This design comes from an exercise in tuning for small area, a short achievable clock period and few clock cycles per item on the open sky130 flow, not from production work.
The RTL was checked by simulation tests, not by an equivalence proof against the original design.

==> flow/design.v (excerpt) <==
module fe_mul51_core (
    input  wire         clk,
    input  wire         rst_n,
    input  wire         start,
    input  wire [319:0] a,
    input  wire [319:0] b,
    output reg          ready,
    output wire [319:0] out
);
Size: roughly 960 I/O pins, roughly 240,000 µm² of cells after synthesis.
==> flow/config.mk <==
export PLATFORM = sky130hd
export DESIGN_NAME = fe_mul51_core
export DESIGN_NICKNAME = fe_mul51_core
export VERILOG_FILES = /design/flow/design.v
export SDC_FILE = /design/flow/constraint.sdc
export NUM_CORES = 8
export LEC_CHECK = 0
export CAP_MARGIN = 20
export CORE_MARGIN = 2
export CORE_UTILIZATION = 55
export PLACE_DENSITY = 0.65
export SLEW_MARGIN = 20
export SYNTH_HIERARCHICAL = 1
export SYNTH_MINIMUM_KEEP_SIZE = 0
==> flow/constraint.sdc <==
create_clock -name core_clock -period 21.0 [get_ports {clk}]
set_input_delay 4.2000 -clock core_clock [delete_from_list [all_inputs] [get_ports {clk}]]
set_output_delay 4.2000 -clock core_clock [all_outputs]
set_load 0.01 [all_outputs]
standard.sh (not shown) runs the stock make flow with config.mk's settings and CLKGATE_MAP_FILE= SYNTH_SCRIPT=/design/flow/synth_recipe.tcl, a recipe that flattens the netlist after the stock synthesis.
==> flow/flow/run.sh <==
#!/bin/bash
# Own flow: the standard layout (standard.sh: same synthesis, same SDC and
# clock period, same steps), with three optimisation settings changed:
#  - repair_timing keeps a setup slack margin of 15.5 ns, so that it optimises
#    towards a shorter period than the constraint;
#  - the port buffers that the flow inserts on every input and output are
#    sky130_fd_sc_hd__buf_2 instead of the delay cell buffer_ports picks by default;
#  - MATCH_CELL_FOOTPRINT=0 lets the resizer change a cell's size freely.
# Tool output goes to standard.log here and to ORFS's logs under orfs/logs.
set -euo pipefail
export SETUP_SLACK_MARGIN=15.5
export BUFFER_PORTS_ARGS="-buffer_cell sky130_fd_sc_hd__buf_2"
bash standard.sh MATCH_CELL_FOOTPRINT=0 finish > standard.log 2>&1
The starting point passed the timing, design-rule and antenna checks.
Testbench counts at the start, summed over its fixed seeds: cycles 9,600, ops 960.
Then changed:
--- a/flow/flow/run.sh
+++ b/flow/flow/run.sh
@@ -5,9 +5,9 @@
 #    towards a shorter period than the constraint;
 #  - the port buffers that the flow inserts on every input and output are
-#    sky130_fd_sc_hd__buf_2 instead of the delay cell buffer_ports picks by default;
+#    sky130_fd_sc_hd__buf_1 instead of the delay cell buffer_ports picks by default;
 #  - MATCH_CELL_FOOTPRINT=0 lets the resizer change a cell's size freely.
 # Tool output goes to standard.log here and to ORFS's logs under orfs/logs.
 set -euo pipefail
 export SETUP_SLACK_MARGIN=15.5
-export BUFFER_PORTS_ARGS="-buffer_cell sky130_fd_sc_hd__buf_2"
+export BUFFER_PORTS_ARGS="-buffer_cell sky130_fd_sc_hd__buf_1"
 bash standard.sh MATCH_CELL_FOOTPRINT=0 finish > standard.log 2>&1
CTS_CLUSTER_DIAMETER = 100   (was default)
CTS_CLUSTER_SIZE = 20   (was default)
=> The changed run produced a clean layout; worst setup slack gets worse by 0.064 ns; non-clock buffer count fell by 32; routed wire length grows by 0.35%; fmax shrinks by 1.1%; clock-buffer cell count is lower by 92; die area is unchanged; via count stays flat.
Then changed:
--- a/flow/flow/run.sh
+++ b/flow/flow/run.sh
@@ -5,9 +5,9 @@
 #    towards a shorter period than the constraint;
 #  - the port buffers that the flow inserts on every input and output are
-#    sky130_fd_sc_hd__buf_1 instead of the delay cell buffer_ports picks by default;
+#    sky130_fd_sc_hd__buf_2 instead of the delay cell buffer_ports picks by default;
 #  - MATCH_CELL_FOOTPRINT=0 lets the resizer change a cell's size freely.
 # Tool output goes to standard.log here and to ORFS's logs under orfs/logs.
 set -euo pipefail
 export SETUP_SLACK_MARGIN=15.5
-export BUFFER_PORTS_ARGS="-buffer_cell sky130_fd_sc_hd__buf_1"
+export BUFFER_PORTS_ARGS="-buffer_cell sky130_fd_sc_hd__buf_2"
 bash standard.sh MATCH_CELL_FOOTPRINT=0 finish > standard.log 2>&1
CORE_UTILIZATION = 62   (was 55)
CTS_CLUSTER_DIAMETER = default   (was 100)
CTS_CLUSTER_SIZE = default   (was 20)
PLACE_DENSITY = 0.7   (was 0.65)
=> The changed run completed with no timing, DRC or antenna violations. Setup slack gains 0.081 ns. Design area grows by 1.1%. Die area is lower by 11%.
Then changed:
CORE_UTILIZATION = 55   (was 62)
CTS_CLUSTER_DIAMETER = 100   (was default)
CTS_CLUSTER_SIZE = 20   (was default)
PLACE_DENSITY = 0.65   (was 0.7)
The new run went through all stages and came out clean.
Final area decreases by about 0.8%.
Routed wire length is lower by 0.91%.
Setup slack loses 0.063 ns.
Global-route usage decreases by 6.6 points.
Die area increases by about 13%.
Then changed:
==> flow/flow/run.sh (replaced) <==
#!/bin/bash
# Own flow: the standard layout (standard.sh: same synthesis, same SDC and
# clock period, same steps), with three optimisation settings changed:
#  - repair_timing keeps a setup slack margin of 15.25 ns, so that it optimises
#    towards a shorter period than the constraint;
#  - the port buffers that the flow inserts on every input and output are
#    sky130_fd_sc_hd__buf_2 instead of the delay cell buffer_ports picks by default;
#  - MATCH_CELL_FOOTPRINT=0 lets the resizer change a cell's size freely.
# Tool output goes to standard.log here and to ORFS's logs under orfs/logs.
set -euo pipefail
export SETUP_SLACK_MARGIN=15.25
export BUFFER_PORTS_ARGS="-buffer_cell sky130_fd_sc_hd__buf_2"
bash standard.sh MATCH_CELL_FOOTPRINT=0 finish > standard.log 2>&1
CTS_CLUSTER_DIAMETER = default   (was 100)
CTS_CLUSTER_SIZE = default   (was 20)
Worst hold slack gets worse by 0.064 ns.
Count of clock-buffer cells in the layout grows by 77.
Fmax falls by 0.36%.
Via count hardly moves.
Synthesized area does not change.
Cell area goes down by 1.5%.
Synthesized cell count does not change.
Critical path depth went up by 15.
Core utilization went down by 0.89 points.
Sequential cell count stays the same.
Worst setup slack got worse by 0.021 ns.

-- what the ideal ports hide --
The flow's constraints put no driver on any port. The routed layouts listed below were extracted and timed again, unchanged, in two steps.
Step 1 sets driving cells, clkbuf_16 on the clock port and buf_2 on the other inputs (assumed; they add their load-dependent delay and slew).
Step 2 also shifts input and output timing later by t, the mid clock arrival at the registers, as if the neighbouring blocks saw the same clock.
a / b / c = ideal / step 1 / step 2; a / b = the first two.
| run | t (ns) | slack for setup (ns) | hold slack, ns | worst register clock-pin slew, ns | worst slew at a driven data input, ns |
|---|---|---|---|---|---|
| the first run | 1.110 | 15.193 / 15.053 / 14.420 | 0.546 / 0.546 / 0.546 | 0.09 / 0.09 | 0.16 |
| the second run | 1.127 | 15.129 / 14.997 / 14.636 | 0.551 / 0.551 / 0.551 | 0.10 / 0.10 | 0.17 |
| the third run | 1.132 | 15.210 / 15.079 / 14.488 | 0.539 / 0.539 / 0.539 | 0.08 / 0.08 | 0.23 |
| the fourth run | 1.116 | 15.147 / 15.007 / 14.512 | 0.548 / 0.548 / 0.548 | 0.10 / 0.10 | 0.16 |
| the fifth run | 1.115 | 15.126 / 15.048 / 14.436 | 0.484 / 0.484 / 0.484 | 0.09 / 0.09 | 0.19 |
After both steps every run listed still meets setup and hold. For the first run, which loses most, drivers alone change the setup slack by -0.140 ns; drivers and shift together by -0.773 ns.
